This is an optimization exercise on Yosys and OpenROAD, whose aim is small area, a short achievable clock period and few clock cycles per item, not a production implementation. Function was not checked in any run shown here: the RTL went through the layout flow alone. No activity file was given, so power comes from the tool's default toggle rates.

--- flow/design.v ---
module mac(input [7:0] a, input [7:0] b, input clr,
           input [17:0] acc_s, input [18:0] acc_c,
           output [17:0] ns, output [18:0] nc);
  wire p0_0, p0_1, p0_2, p0_3, p0_4, p0_5, p0_6, p0_7, p1_0, p1_1, p1_2, p1_3, p1_4, p1_5, p1_6, p1_7, p2_0, p2_1, p2_2, p2_3, p2_4, p2_5, p2_6, p2_7, p3_0, p3_1, p3_2, p3_3, p3_4, p3_5, p3_6, p3_7, p4_0, p4_1, p4_2, p4_3, p4_4, p4_5, p4_6, p4_7, p5_0, p5_1, p5_2, p5_3, p5_4, p5_5, p5_6, p5_7, p6_0, p6_1, p6_2, p6_3, p6_4, p6_5, p6_6, p6_7, p7_0, p7_1, p7_2, p7_3, p7_4, p7_5, p7_6, p7_7, q0, q1, q2, q3, q4, q5, q6, q7, q8, q9, q10, q11, q12, q13, q14, q15, q16, q17, r3, r6, r9, r12, r15, s1, c2, s3, c4, s5, c6, s7, c8, s9, c10, s11, c12, s13, c14, s15, c16, s17, c18, s19, c20, s21, c22, s23, c24, s25, c26, s27, c28, s29, c30, s31, c32, s33, c34, s35, c36, s37, c38, s39, c40, s41, c42, s43, c44, s45, c46, s47, c48, s49, c50, s51, c52, s53, c54, s55, c56, s57, c58, s59, c60, s61, c62, s63, c64, s65, c66, s67, c68, s69, c70, s71, c72, s73, c74, s75, c76, s77, c78, s79, c80, s81, c82, s83, c84, s85, c86, s87, c88, s89, c90, s91, c92, s93, c94, s95, c96, s97, c98, s99, c100, s101, c102, s103, c104, s105, c106, s107, c108, s109, c110, s111, c112, s113, c114, s115, c116, s117, c118, s119, c120, s121, c122, s123, c124, s125, c126;
  assign p0_0 = a[0] & b[0];
  assign p0_1 = a[0] & b[1];
  assign p0_2 = a[0] & b[2];
  assign p0_3 = a[0] & b[3];
  assign p0_4 = a[0] & b[4];
  assign p0_5 = a[0] & b[5];
  assign p0_6 = a[0] & b[6];
  assign p0_7 = a[0] & b[7];
  assign p1_0 = a[1] & b[0];
  assign p1_1 = a[1] & b[1];
  assign p1_2 = a[1] & b[2];
  assign p1_3 = a[1] & b[3];
  assign p1_4 = a[1] & b[4];
  assign p1_5 = a[1] & b[5];
  assign p1_6 = a[1] & b[6];
  assign p1_7 = a[1] & b[7];
  assign p2_0 = a[2] & b[0];
  assign p2_1 = a[2] & b[1];
  assign p2_2 = a[2] & b[2];
  assign p2_3 = a[2] & b[3];
  assign p2_4 = a[2] & b[4];
  assign p2_5 = a[2] & b[5];
  assign p2_6 = a[2] & b[6];
  assign p2_7 = a[2] & b[7];
  assign p3_0 = a[3] & b[0];
  assign p3_1 = a[3] & b[1];
  assign p3_2 = a[3] & b[2];
  assign p3_3 = a[3] & b[3];
  assign p3_4 = a[3] & b[4];
  assign p3_5 = a[3] & b[5];
  assign p3_6 = a[3] & b[6];
  assign p3_7 = a[3] & b[7];
  assign p4_0 = a[4] & b[0];
  assign p4_1 = a[4] & b[1];
  assign p4_2 = a[4] & b[2];
  assign p4_3 = a[4] & b[3];
  assign p4_4 = a[4] & b[4];
  assign p4_5 = a[4] & b[5];
  assign p4_6 = a[4] & b[6];
  assign p4_7 = a[4] & b[7];
  assign p5_0 = a[5] & b[0];
  assign p5_1 = a[5] & b[1];
  assign p5_2 = a[5] & b[2];
  assign p5_3 = a[5] & b[3];
  assign p5_4 = a[5] & b[4];
  assign p5_5 = a[5] & b[5];
  assign p5_6 = a[5] & b[6];
  assign p5_7 = a[5] & b[7];
  assign p6_0 = a[6] & b[0];
  assign p6_1 = a[6] & b[1];
  assign p6_2 = a[6] & b[2];
  assign p6_3 = a[6] & b[3];
  assign p6_4 = a[6] & b[4];
  assign p6_5 = a[6] & b[5];
  assign p6_6 = a[6] & b[6];
  assign p6_7 = a[6] & b[7];
  assign p7_0 = a[7] & b[0];
  assign p7_1 = a[7] & b[1];
  assign p7_2 = a[7] & b[2];
  assign p7_3 = a[7] & b[3];
  assign p7_4 = a[7] & b[4];
  assign p7_5 = a[7] & b[5];
  assign p7_6 = a[7] & b[6];
  assign p7_7 = a[7] & b[7];
  assign q0 = acc_s[0] & ~clr;
  assign q1 = acc_s[1] & ~clr;
  assign q2 = acc_s[2] & ~clr;
  assign q3 = acc_s[3] & ~clr;
  assign q4 = acc_s[4] & ~clr;
  assign q5 = acc_s[5] & ~clr;
  assign q6 = acc_s[6] & ~clr;
  assign q7 = acc_s[7] & ~clr;
  assign q8 = acc_s[8] & ~clr;
  assign q9 = acc_s[9] & ~clr;
  assign q10 = acc_s[10] & ~clr;
  assign q11 = acc_s[11] & ~clr;
  assign q12 = acc_s[12] & ~clr;
  assign q13 = acc_s[13] & ~clr;
  assign q14 = acc_s[14] & ~clr;
  assign q15 = acc_s[15] & ~clr;
  assign q16 = acc_s[16] & ~clr;
  assign q17 = acc_s[17] & ~clr;
  assign r3 = acc_c[3] & ~clr;
  assign r6 = acc_c[6] & ~clr;
  assign r9 = acc_c[9] & ~clr;
  assign r12 = acc_c[12] & ~clr;
  assign r15 = acc_c[15] & ~clr;
  assign s1 = p0_5 ^ p1_4;
  assign c2 = p0_5 & p1_4;
  assign s3 = p0_6 ^ p1_5 ^ p2_4;
  assign c4 = (p0_6 & p1_5) | (p0_6 & p2_4) | (p1_5 & p2_4);
  assign s5 = p3_3 ^ p4_2 ^ p5_1;
  assign c6 = (p3_3 & p4_2) | (p3_3 & p5_1) | (p4_2 & p5_1);
  assign s7 = p0_7 ^ p1_6 ^ p2_5;
  assign c8 = (p0_7 & p1_6) | (p0_7 & p2_5) | (p1_6 & p2_5);
  assign s9 = p3_4 ^ p4_3 ^ p5_2;
  assign c10 = (p3_4 & p4_3) | (p3_4 & p5_2) | (p4_3 & p5_2);
  assign s11 = p6_1 ^ p7_0;
  assign c12 = p6_1 & p7_0;
  assign s13 = p1_7 ^ p2_6 ^ p3_5;
  assign c14 = (p1_7 & p2_6) | (p1_7 & p3_5) | (p2_6 & p3_5);
  assign s15 = p4_4 ^ p5_3 ^ p6_2;
  assign c16 = (p4_4 & p5_3) | (p4_4 & p6_2) | (p5_3 & p6_2);
  assign s17 = p7_1 ^ q8;
  assign c18 = p7_1 & q8;
  assign s19 = p2_7 ^ p3_6 ^ p4_5;
  assign c20 = (p2_7 & p3_6) | (p2_7 & p4_5) | (p3_6 & p4_5);
  assign s21 = p5_4 ^ p6_3 ^ p7_2;
  assign c22 = (p5_4 & p6_3) | (p5_4 & p7_2) | (p6_3 & p7_2);
  assign s23 = q9 ^ r9;
  assign c24 = q9 & r9;
  assign s25 = p3_7 ^ p4_6 ^ p5_5;
  assign c26 = (p3_7 & p4_6) | (p3_7 & p5_5) | (p4_6 & p5_5);
  assign s27 = p6_4 ^ p7_3;
  assign c28 = p6_4 & p7_3;
  assign s29 = p4_7 ^ p5_6;
  assign c30 = p4_7 & p5_6;
  assign s31 = p0_3 ^ p1_2 ^ p2_1;
  assign c32 = (p0_3 & p1_2) | (p0_3 & p2_1) | (p1_2 & p2_1);
  assign s33 = p0_4 ^ p1_3 ^ p2_2;
  assign c34 = (p0_4 & p1_3) | (p0_4 & p2_2) | (p1_3 & p2_2);
  assign s35 = p3_1 ^ p4_0;
  assign c36 = p3_1 & p4_0;
  assign s37 = s1 ^ p2_3 ^ p3_2;
  assign c38 = (s1 & p2_3) | (s1 & p3_2) | (p2_3 & p3_2);
  assign s39 = p4_1 ^ p5_0 ^ q5;
  assign c40 = (p4_1 & p5_0) | (p4_1 & q5) | (p5_0 & q5);
  assign s41 = s3 ^ s5 ^ p6_0;
  assign c42 = (s3 & s5) | (s3 & p6_0) | (s5 & p6_0);
  assign s43 = q6 ^ r6 ^ c2;
  assign c44 = (q6 & r6) | (q6 & c2) | (r6 & c2);
  assign s45 = s7 ^ s9 ^ s11;
  assign c46 = (s7 & s9) | (s7 & s11) | (s9 & s11);
  assign s47 = q7 ^ c4 ^ c6;
  assign c48 = (q7 & c4) | (q7 & c6) | (c4 & c6);
  assign s49 = s13 ^ s15 ^ s17;
  assign c50 = (s13 & s15) | (s13 & s17) | (s15 & s17);
  assign s51 = c8 ^ c10 ^ c12;
  assign c52 = (c8 & c10) | (c8 & c12) | (c10 & c12);
  assign s53 = s19 ^ s21 ^ s23;
  assign c54 = (s19 & s21) | (s19 & s23) | (s21 & s23);
  assign s55 = c14 ^ c16 ^ c18;
  assign c56 = (c14 & c16) | (c14 & c18) | (c16 & c18);
  assign s57 = s25 ^ s27 ^ q10;
  assign c58 = (s25 & s27) | (s25 & q10) | (s27 & q10);
  assign s59 = c20 ^ c22 ^ c24;
  assign c60 = (c20 & c22) | (c20 & c24) | (c22 & c24);
  assign s61 = s29 ^ p6_5 ^ p7_4;
  assign c62 = (s29 & p6_5) | (s29 & p7_4) | (p6_5 & p7_4);
  assign s63 = q11 ^ c26 ^ c28;
  assign c64 = (q11 & c26) | (q11 & c28) | (c26 & c28);
  assign s65 = p5_7 ^ p6_6 ^ p7_5;
  assign c66 = (p5_7 & p6_6) | (p5_7 & p7_5) | (p6_6 & p7_5);
  assign s67 = q12 ^ r12 ^ c30;
  assign c68 = (q12 & r12) | (q12 & c30) | (r12 & c30);
  assign s69 = p6_7 ^ p7_6;
  assign c70 = p6_7 & p7_6;
  assign s71 = p0_2 ^ p1_1;
  assign c72 = p0_2 & p1_1;
  assign s73 = s31 ^ p3_0 ^ q3;
  assign c74 = (s31 & p3_0) | (s31 & q3) | (p3_0 & q3);
  assign s75 = s33 ^ s35 ^ q4;
  assign c76 = (s33 & s35) | (s33 & q4) | (s35 & q4);
  assign s77 = s37 ^ s39 ^ c34;
  assign c78 = (s37 & s39) | (s37 & c34) | (s39 & c34);
  assign s79 = s41 ^ s43 ^ c38;
  assign c80 = (s41 & s43) | (s41 & c38) | (s43 & c38);
  assign s81 = s45 ^ s47 ^ c42;
  assign c82 = (s45 & s47) | (s45 & c42) | (s47 & c42);
  assign s83 = s49 ^ s51 ^ c46;
  assign c84 = (s49 & s51) | (s49 & c46) | (s51 & c46);
  assign s85 = s53 ^ s55 ^ c50;
  assign c86 = (s53 & s55) | (s53 & c50) | (s55 & c50);
  assign s87 = s57 ^ s59 ^ c54;
  assign c88 = (s57 & s59) | (s57 & c54) | (s59 & c54);
  assign s89 = s61 ^ s63 ^ c58;
  assign c90 = (s61 & s63) | (s61 & c58) | (s63 & c58);
  assign s91 = s65 ^ s67 ^ c62;
  assign c92 = (s65 & s67) | (s65 & c62) | (s67 & c62);
  assign s93 = s69 ^ q13 ^ c66;
  assign c94 = (s69 & q13) | (s69 & c66) | (q13 & c66);
  assign s95 = p7_7 ^ q14;
  assign c96 = p7_7 & q14;
  assign s97 = p0_1 ^ p1_0;
  assign c98 = p0_1 & p1_0;
  assign s99 = s71 ^ p2_0 ^ q2;
  assign c100 = (s71 & p2_0) | (s71 & q2) | (p2_0 & q2);
  assign s101 = s73 ^ r3 ^ c72;
  assign c102 = (s73 & r3) | (s73 & c72) | (r3 & c72);
  assign s103 = s75 ^ c32 ^ c74;
  assign c104 = (s75 & c32) | (s75 & c74) | (c32 & c74);
  assign s105 = s77 ^ c36 ^ c76;
  assign c106 = (s77 & c36) | (s77 & c76) | (c36 & c76);
  assign s107 = s79 ^ c40 ^ c78;
  assign c108 = (s79 & c40) | (s79 & c78) | (c40 & c78);
  assign s109 = s81 ^ c44 ^ c80;
  assign c110 = (s81 & c44) | (s81 & c80) | (c44 & c80);
  assign s111 = s83 ^ c48 ^ c82;
  assign c112 = (s83 & c48) | (s83 & c82) | (c48 & c82);
  assign s113 = s85 ^ c52 ^ c84;
  assign c114 = (s85 & c52) | (s85 & c84) | (c52 & c84);
  assign s115 = s87 ^ c56 ^ c86;
  assign c116 = (s87 & c56) | (s87 & c86) | (c56 & c86);
  assign s117 = s89 ^ c60 ^ c88;
  assign c118 = (s89 & c60) | (s89 & c88) | (c60 & c88);
  assign s119 = s91 ^ c64 ^ c90;
  assign c120 = (s91 & c64) | (s91 & c90) | (c64 & c90);
  assign s121 = s93 ^ c68 ^ c92;
  assign c122 = (s93 & c68) | (s93 & c92) | (c68 & c92);
  assign s123 = s95 ^ c70 ^ c94;
  assign c124 = (s95 & c70) | (s95 & c94) | (c70 & c94);
  assign s125 = q15 ^ r15 ^ c96;
  assign c126 = (q15 & r15) | (q15 & c96) | (r15 & c96);
  assign {nc[3], ns[2:0]} = {1'b0, s99, s97, p0_0} + {1'b0, c98, q1, q0};
  assign {nc[6], ns[5:3]} = {1'b0, s105, s103, s101} + {1'b0, c104, c102, c100};
  assign {nc[9], ns[8:6]} = {1'b0, s111, s109, s107} + {1'b0, c110, c108, c106};
  assign {nc[12], ns[11:9]} = {1'b0, s117, s115, s113} + {1'b0, c116, c114, c112};
  assign {nc[15], ns[14:12]} = {1'b0, s123, s121, s119} + {1'b0, c122, c120, c118};
  assign ns[17:15] = {q17, q16, s125} + {1'b0, c126, c124};
  assign nc[0] = 1'b0;
  assign nc[1] = 1'b0;
  assign nc[2] = 1'b0;
  assign nc[4] = 1'b0;
  assign nc[5] = 1'b0;
  assign nc[7] = 1'b0;
  assign nc[8] = 1'b0;
  assign nc[10] = 1'b0;
  assign nc[11] = 1'b0;
  assign nc[13] = 1'b0;
  assign nc[14] = 1'b0;
  assign nc[16] = 1'b0;
  assign nc[17] = 1'b0;
  assign nc[18] = 1'b0;
endmodule
`timescale 1ns / 1ps
module toplv_matmul(input st, rst, clk, input [7:0] data_in,
                    output done, output [7:0] dataout);
  reg [5:0] T;         
  reg       armed;     
  always @(posedge clk or posedge rst) begin
    if (rst) begin
      T <= 6'd0;
      armed <= 1'b0;
    end else if (T != 6'd0) begin
      T <= (T == 6'd47) ? 6'd0 : T + 6'd1;
    end else if (armed) begin
      if (!st) begin
        T <= 6'd1;
        armed <= 1'b0;
      end
    end else if (st) begin
      armed <= 1'b1;
    end
  end
  reg [7:0] ra [0:8];
  reg [7:0] rb [0:8];
  wire lda = (T < 6'd11);
  wire ldb = (T < 6'd20);
  integer q;
  always @(posedge clk) begin
    ra[0] <= lda ? data_in : ra[8];
    rb[0] <= ldb ? data_in : rb[8];
    for (q = 1; q < 9; q = q + 1) begin
      ra[q] <= ra[q-1];
      rb[q] <= rb[q-1];
    end
  end
  reg       k0;
  reg [1:0] sa;      
  reg [2:0] sb;      
  integer i, j, k;
  always @(*) begin
    k0 = 1'b0; sa = 2'd0; sb = 3'd0;
    for (i = 0; i < 4; i = i + 1)
      for (j = 0; j < 3; j = j + 1)
        for (k = 0; k < 3; k = k + 1)
          if (T == 16 + 9*i + 3*j + k) begin
            k0 = (k == 0);
            sa = ((4 + 6*i + 3*j) % 9) / 3;
            sb = ((4 + 2*j + 9 - 2*k) % 9) / 2;
          end
  end
  reg  [7:0]  opa, opb;
  reg         first;
  reg  [17:0] acc_s;
  reg  [18:0] acc_c;
  reg  [17:0] outr;
  reg         done_r;
  wire [17:0] ns;
  wire [18:0] nc;
  mac u_mac(.a(opa), .b(opb), .clr(first), .acc_s(acc_s), .acc_c(acc_c),
            .ns(ns), .nc(nc));
  always @(posedge clk) begin
    opa <= (sa == 2'd0) ? ra[1] : (sa == 2'd1) ? ra[4] : ra[7];
    opb <= (sb == 3'd0) ? rb[0] : (sb == 3'd1) ? rb[2] :
           (sb == 3'd2) ? rb[4] : (sb == 3'd3) ? rb[6] : rb[8];
    first <= k0;
    acc_s <= ns;
    acc_c <= nc;
    outr <= first ? (acc_s + ({18'd0, acc_c[3]} << 3) + ({18'd0, acc_c[6]} << 6) + ({18'd0, acc_c[9]} << 9) + ({18'd0, acc_c[12]} << 12) + ({18'd0, acc_c[15]} << 15)) : {8'd0, outr[17:8]};
    done_r <= (T == 6'd19);
  end
  assign done = done_r;
  assign dataout = outr[7:0];
endmodule
--- flow/run.sh ---
#!/bin/bash
# synth_recipe.tcl (not shown) runs the flow's synth.tcl, then flattens the netlist and writes it again
# the make line also repeats each setting of config.mk as NAME=value (left out here)
make -C /OpenROAD-flow-scripts/flow DESIGN_CONFIG=/design/flow/config.mk WORK_HOME=/design/flow/orfs CLKGATE_MAP_FILE= SYNTH_SCRIPT=/design/flow/synth_recipe.tcl finish
--- flow/config.mk ---
export PLATFORM = sky130hd
export DESIGN_NAME = toplv_matmul
export DESIGN_NICKNAME = toplv_matmul
export VERILOG_FILES = /design/flow/design.v
export SDC_FILE = /design/flow/constraint.sdc
export NUM_CORES = 4
export LEC_CHECK = 0
export CAP_MARGIN = 20
export CORE_MARGIN = 2
export CORE_UTILIZATION = 40
export CTS_BUF_LIST = sky130_fd_sc_hd__clkbuf_8
export CTS_CLUSTER_DIAMETER = 60
export CTS_CLUSTER_SIZE = 18
export SLEW_MARGIN = 20
--- flow/constraint.sdc ---
create_clock -name core_clock -period 10.0 [get_ports {clk}]
set_input_delay 2.0000 -clock core_clock [delete_from_list [all_inputs] [get_ports {clk}]]
set_output_delay 2.0000 -clock core_clock [all_outputs]
set_load 0.01 [all_outputs]
==> out/summary.txt, run 1 <==
Antenna violations before repair: 0
Ys async rst share: 3.33%
Lkg Pwr: 4.15 nW
Vias in the first global route: 5172
Via count: 5183
Final setup TNS: 0 ps
Die Wd: 152 um
RR Endpoint: acc_c[9]
Num rows: 54
GR Layer Usage met1: 20.4%
Largest family of logic cells by synthesized area: adder cells
Grt met3 use: 2.16%
Pre-Repair DR Iteration Count: 5
R2R depth: 11
Clock sinks: 210
Most frequent cells in the layout: 203 x dfxtp_1, 81 x inv_1, 58 x fa_1, 55 x nand2_1, 55 x and2_1
Initial Util: 40.5%
Iter 0 DRT Violations: 481
Met2 usage: 22.2%
Area grow syn2layout: 7.88%
Drc violations: 0
Crit-path slowest cell: fa_1
RSZ-0062 raised after global routing: no
Largest net degree at the start of global routing: 46
Clock Tree Buf Depth: 3
Crit Path Class: reg2reg
Nets@finish: 909
Worst hold-check path type: reg2reg
Final worst setup slack: 6360 ps
Mapped Area: 0.00882 sq mm
Synth Area in Adders: 18.4%
Share of cells above drive strength 1: 7.05%
Sequential area share after synthesis: 48.1%
Simple-gate share of the synthesized area: 13.0%
Ant diodes: 0
Placer Congestion: 0.841
Tcrit/Tclk final: 36.4%
WP data required: 10420 ps
Grt ovf: 0
Drt wl/cell: 14.6 um
Multiplexer share of the synthesized area: 3.72%
Max Fclk: 275 MHz
Fin. Hold Viols: 0
Pwr Density: 245 mW/mm^2
Worst Clk Skew: 23.0 ps
First-pass GRT wire length: 26800 um
Status: finished clean
Clk Latency, worst-skew pair: 510 ps
Post-Route WL: 15800 um
Critical path capture point type: register
Post-CTS Setup Bufs: 0
Grt peak-use layer: met2
Hold-fix buffers, CTS: 0
Peak VDD IR: 0.142 mV
Die area: 0.0232 sq mm
Commonest non-fill, non-tap cell in the layout: dfxtp_1
Crit-path cells: nand2_1 > fa_1 > inv_1 > fa_1 > inv_1 > fa_1 > fa_1 > inv_1 > ha_1 > a21o_1 > a21o_1
TritonCTS Buffers: 17
Filler cell count in the final layout: 2078
Core area: 0.0218 sq mm
Placed insts: 1064
Number of synthesized flops with an enable pin: 0
Antenna-violating nets left: 0
Worst Setup EP: acc_c[9]
Synth Warn #: 3
Max-slew violations: 0
CTS tree: done
Post-synthesis compound-gate area fraction: 9.59%
Flop and latch count out of synthesis: 210
R2R setup slack: 6360 ps
Ports: 20
FF-to-FF Start: opa[0]
Die H: 152 um
Synth cell types: 61
Slew margin rel.: 44.2%
Worst-Margin Slew: 837 ps
Maxcap violations: 0
Syn_area_per_cell: 11.1 sq um
Port Buffers: 19
DP HPWL: 11400 um
Clock root cell: clkbuf_8
Post-DR vias/cell: 4.76
GRT Util Overall: 14.0%
Non-filler cells, final: 1088
XOR/XNOR Fraction of Synth Area: 1.59%
Worst-path clk slew: 110 ps
Max stage delay on crit path: 600 ps
Nature of the critical path startpoint: register
Mapped Nets: 900
CTS resizes: 0
Worst-path fanout max: 8
Minimum clock period: 3640 ps
H-tree depth: 1
Pre-CTS setup slack: 6340 ps
Final setup violation count: 0
Crit. Startpoint: opa[0]
Synth Instances: 794
Arr. time, crit path: 4060 ps
Synth Flop Type: dfxtp_1
Cell mode on critical path: fa_1
[synthesized netlist by cell type (all sizes together) (12+ instances only)]
cell type | count | share of area (%)
fa | 58 | 13
a21o | 13 | 1.1
ha | 37 | 5.3
mux2 | 22 | 2.8
o21ai | 23 | 1.3
nor2b | 25 | 1.8
and2 | 55 | 3.9
xnor2 | 12 | 1.2
dfxtp | 203 | 46
nand2b | 14 | 0.99
inv | 81 | 3.4
nor2 | 24 | 1.0
nand2 | 55 | 2.3
buf | 21 | 1.6
a21oi | 32 | 2.2
[power by group]
part / leakage [nW] / switching (mW) / internal [mW]
clock network: 0.157 / 0.276 / 0.193
logic: 2.20 / 0.452 / 0.410
registers: 1.80 / 0.0665 / 0.937
[worst min-delay path by stage]
stage	endpoint	cells after the start	slack, ps	from
final	rb[6][2]	0	310	rb[5][2]
after global routing	ra[7][7]	0	330	ra[6][7]
after CTS	rb[6][2]	0	310	rb[5][2]
after detailed placement	ra[1][1]	0	310	ra[0][1]
after global placement	ra[1][5]	0	310	ra[0][5]
after floorplan	ra[1][0]	0	310	ra[0][0]
[cell families after synthesis]
logic type	after synthesis
and+or+nand+nor	213
DFF	210
AOI/OAI and AO/OA	116
buffers and inverters	114
adders and majority gates	95
muxes	30
xor gates and xnor gates	16
[state kept, by name (all words and copies together), names as in the netlist]
signal,count
T,6
opb,8
opa,8
ra,72
acc_s,18
done_r,1
armed,1
first,1
acc_c,5
outr,18
rb,72
[per-stage QoR]
step / cell area, sq um / total power, mW / hold slack (ps) / util [%]
after global placement: 9190 / 1.89 / 310 / 42.2
after global routing: 9510 / 2.58 / 332 / 43.7
after detailed placement: 9190 / 1.90 / 312 / 42.2
final: 9510 / 2.33 / 314 / 43.7
after CTS: 9510 / 2.38 / 313 / 43.7
after floorplan: 8820 / 1.72 / 310 / -
[per-layer routing]
metal	routed length, um	share of wire [%]
met5	0	0
met3	492	3.1
met4	326	2.1
met1	7880	50
met2	7140	45
[layout make-up]
| cell class | instances | area, sq um | share of cell area (%) |
|---|---|---|---|
| flip-flops and latches | 210 | 4240 | 44.6 |
| multi-input cells | 470 | 4080 | 42.9 |
| well taps | 280 | 350 | 3.68 |
| inverters | 82 | 308 | 3.24 |
| clock buffers | 17 | 234 | 2.46 |
| repair buffers | 22 | 213 | 2.24 |
| clock inverters | 7 | 85.1 | 0.895 |
[worst max-delay path, delay by kind of cell (launching register included)]
| kind | cells | cell delay (ps) |
|---|---|---|
| adders and majority gates | 5 | 2450 |
| DFF | 1 | 480 |
| AOI/OAI and AO/OA | 2 | 320 |
| buffers and inverters | 3 | 170 |
| and+or+nand+nor | 1 | 130 |
==> run 2: changes to the inputs <==
--- a/flow/config.mk
+++ b/flow/config.mk
@@ -10,5 +10,5 @@
 export CORE_UTILIZATION = 40
-export CTS_BUF_LIST = sky130_fd_sc_hd__clkbuf_8
-export CTS_CLUSTER_DIAMETER = 60
-export CTS_CLUSTER_SIZE = 18
+export CTS_BUF_LIST = sky130_fd_sc_hd__clkbuf_16
+export CTS_CLUSTER_DIAMETER = 100
+export CTS_CLUSTER_SIZE = 30
 export SLEW_MARGIN = 20
==> out/summary.txt, run 2 <==
Status: finished clean (unchanged)
Hold-fix buffers, CTS: 0 (unchanged)
Largest family of logic cells by synthesized area: adder cells (unchanged)
Crit Path Class: reg2reg (unchanged)
Worst hold-check path type: reg2reg (unchanged)
Arr. time, crit path: 4020 ps (was 4060 ps)
XOR/XNOR Fraction of Synth Area: 1.59% (unchanged)
Via count: 5153 (was 5183)
Total power draw: 2.36 mW (was 2.33 mW)
Most frequent cells in the layout: 203 x dfxtp_1, 81 x inv_1, 58 x fa_1, 55 x nand2_1, 55 x and2_1 (unchanged)
Die Wd: 152 um (unchanged)
Clk Latency, worst-skew pair: 470 ps (was 510 ps)
Lkg Pwr: 4.16 nW (was 4.15 nW)
Synth Area in Adders: 18.4% (unchanged)
Initial Util: 40.5% (unchanged)
Pre-Repair DR Iteration Count: 5 (unchanged)
Grt ovf: 0 (unchanged)
Num rows: 54 (unchanged)
DP Area: 0.00919 sq mm (unchanged)
Core area: 0.0218 sq mm (unchanged)
Drc violations: 0 (unchanged)
Mapped Area: 0.00882 sq mm (unchanged)
Post-CTS Setup Bufs: 0 (unchanged)
Minimum clock period: 3650 ps (was 3640 ps)
Final setup TNS: 0 ps (unchanged)
Final setup violation count: 0 (unchanged)
Fin util: 43.8% (was 43.7%)
Nets@finish: 903 (was 909)
GRT Util Overall: 13.9% (was 14.0%)
Worst-Margin Slew: 837 ps (about the same)
Antenna violations before repair: 0 (unchanged)
H-tree depth: 1 (unchanged)
Hold WS: 316 ps (was 314 ps)
Pre-CTS setup slack: 6340 ps (unchanged)
Commonest non-fill, non-tap cell in the layout: dfxtp_1 (unchanged)
Pint: 1.58 mW (was 1.54 mW)
Post-synthesis compound-gate area fraction: 9.59% (unchanged)
Simple-gate share of the synthesized area: 13.0% (unchanged)
Critical path capture point type: register (unchanged)
RSZ-0062 raised after global routing: no (unchanged)
Slew margin rel.: 44.2% (about the same)
Worst-path clk slew: 110 ps (about the same)
Net Sw Frac: 33.2% (was 34.0%)
Clock Tree Buf Depth: 3 (unchanged)
Ys async rst share: 3.33% (unchanged)
Port Buffers: 19 (unchanged)
Cell taking the most area after synthesis: dfxtp_1 (unchanged)
Placer Congestion: 0.841 (unchanged)
Drt wl/cell: 14.5 um (was 14.6 um)
Syn_area_per_cell: 11.1 sq um (unchanged)
Max Fclk: 274 MHz (was 275 MHz)
Number of synthesized flops with an enable pin: 0 (unchanged)
Ports: 20 (unchanged)
DP HPWL: 11400 um (unchanged)
Iter 0 DRT Violations: 401 (was 481)
Post-Route WL: 15700 um (was 15800 um)
WP data required: 10370 ps (was 10420 ps)
CTS resizes: 0 (unchanged)
Synth area leaders: dfxtp_1 46%, fa_1 13%, ha_1 5.3% (unchanged)
Tcrit/Tclk final: 36.5% (was 36.4%)
Crit-path slowest cell: fa_1 (unchanged)
Largest net degree at the start of global routing: 46 (unchanged)
Maxcap violations: 0 (unchanged)
Sequential power share: 42.5% (was 43.0%)
Worst Clk Skew: 18.9 ps (was 23.0 ps)
Vias in the first global route: 5140 (was 5172)
Sequential area share after synthesis: 48.1% (unchanged)
Peak VDD IR: 0.165 mV (was 0.142 mV)
TritonCTS Buffers: 11 (was 17)
Net switching power: 0.784 mW (was 0.795 mW)
First-pass GRT wire length: 26600 um (was 26800 um)
Placed insts: 1064 (unchanged)
Synth cell types: 61 (unchanged)
Worst-path fanout max: 8 (unchanged)
Synth Warn #: 3 (unchanged)
Clock root cell: clkbuf_16 (was clkbuf_8)
Synth Flop Type: dfxtp_1 (unchanged)
Die area: 0.0232 sq mm (unchanged)
CTS tree: done (unchanged)
Cell mode on critical path: fa_1 (unchanged)
Cell with the most instances after synthesis: dfxtp_1 (unchanged)
Flop and latch count out of synthesis: 210 (unchanged)
Post-synth top area share: 46.1% (unchanged)
Max stage delay on crit path: 600 ps (about the same)
Ant diodes: 0 (unchanged)
Fin. Hold Viols: 0 (unchanged)
Multiplexer share of the synthesized area: 3.72% (unchanged)
Mapped Nets: 900 (unchanged)
Nature of the critical path startpoint: register (unchanged)
Share of cells above drive strength 1: 6.01% (was 7.05%)
Clock sinks: 210 (unchanged)
Crit-path cells: nand2_1 > fa_1 > inv_1 > fa_1 > inv_1 > fa_1 > fa_1 > inv_1 > ha_1 > a21o_1 > a21o_1 (unchanged)
Area grow syn2layout: 8.10% (was 7.88%)
Die H: 152 um (unchanged)
Final worst setup slack: 6350 ps (was 6360 ps)
Max-slew violations: 0 (unchanged)
Synth Instances: 794 (unchanged)
Biggest regs: ra (72), rb (72) (unchanged)
Comb pwr share: 36.5% (was 36.9%)
Post-synth top cells: 203 x dfxtp_1, 81 x inv_1, 58 x fa_1 (unchanged)
Pwr Density: 248 mW/mm^2 (was 245 mW/mm^2)
Non-filler cells, final: 1079 (was 1088)
Fin area: 0.00953 sq mm (was 0.00951 sq mm)
Post-DR vias/cell: 4.78 (was 4.76)
Antenna-violating nets left: 0 (unchanged)
Clk pwr share: 21.0% (was 20.1%)
run 2: cell types whose count changed in the layout (fill, tap and decap cells not counted), sizes merged:
cell,before,now
clkinvlp,2,0
clkbuf,17,11
clkinv,2,3
inv,84,82
run 2: critical path, delay by kind of cell (launching register included):
kind,cells,cell delay (ps)
fa+ha+maj,5,2450
flops,1,490
compound gates,2,320
buf+inv,3,160
simple gates,1,130
run 2: worst paths after layout:
check / from / end / slack, ps / depth (start not counted)
hold / removal: rb[3][7] / rb[4][7] / 320 / 0
setup reg to reg: opa[0] / acc_c[9] / 6350 / 11
min in group asynchronous: rst / T[4] / 1770 / 2
setup / recovery: opa[0] / acc_c[9] / 6350 / 11
hold reg to reg: rb[3][7] / rb[4][7] / 320 / 0
max in group asynchronous: rst / T[3] / 8000 / 2
run 2: final cells by class:
type / instances / area (sq um)
Tap cell: 280 / 350
Clock inverter: 4 / 63.8
Multi-Input combinational cell: 470 / 4080
Inverter: 82 / 308
Fill cell: 2078 / 12200
Timing Repair Buffer: 22 / 213
Sequential cell: 210 / 4240
Clock buffer: 11 / 275
run 2: kinds of logic (layout without fill, tap and decap cells):
kind of cell | after synthesis | after routing
mux | 30 | 30
flops | 210 | 210
simple gates | 213 | 213
fa+ha+maj | 95 | 95
compound gates | 116 | 116
xor+xnor | 16 | 16
buf+inv | 114 | 119
run 2: power groups by stage:
stage / clock network (mW) / registers (mW) / logic, mW
6_report: 0.497 / 1.00 / 0.863
3_5_place_dp: 0 / 1.02 / 0.879
3_3_place_gp: 0 / 1.02 / 0.865
5_1_grt: 0.545 / 1.02 / 1.03
2_1_floorplan: 0 / 0.996 / 0.728
4_1_cts: 0.517 / 1.01 / 0.886
run 2: layer usage:
layer  part of all wire [%]  global-route usage (%)  up-vias
li1                       -                       -     2597
met1                     51                    20.4     2465
met2                     45                    22.0       75
met3                    3.1                    2.02       16
met4                    1.5                    2.91        0
met5                      0                       0        -

==> what the ideal ports hide <==
The results above use ideal ports. As a check the final layouts listed here were re-extracted and re-timed, cells and wires unchanged. Step 1 assumes that a clkbuf_16 drives the clock port and a buf_2 every other input. Step 2 adds t to the input delays and takes it off the output delays; t is the mean of the earliest and latest rising clock arrival at the registers after step 1. Input paths then give back, and output paths get back, about the clock's delay inside the block. Slacks: no drivers / after step 1 / after step 2; pairs: no drivers / after step 1.
run	t, ns	setup WS [ns]	hold slack, ns	worst setup path after step 2	clock arrival spread, ns
run 1	0.542	6.360 / 6.360 / 6.360	0.314 / 0.314 / 0.314	register to register	0.023 / 0.024
run 2	0.500	6.354 / 6.354 / 6.354	0.316 / 0.316 / 0.316	register to register	0.022 / 0.022
After both steps setup and hold are still met in every run listed.
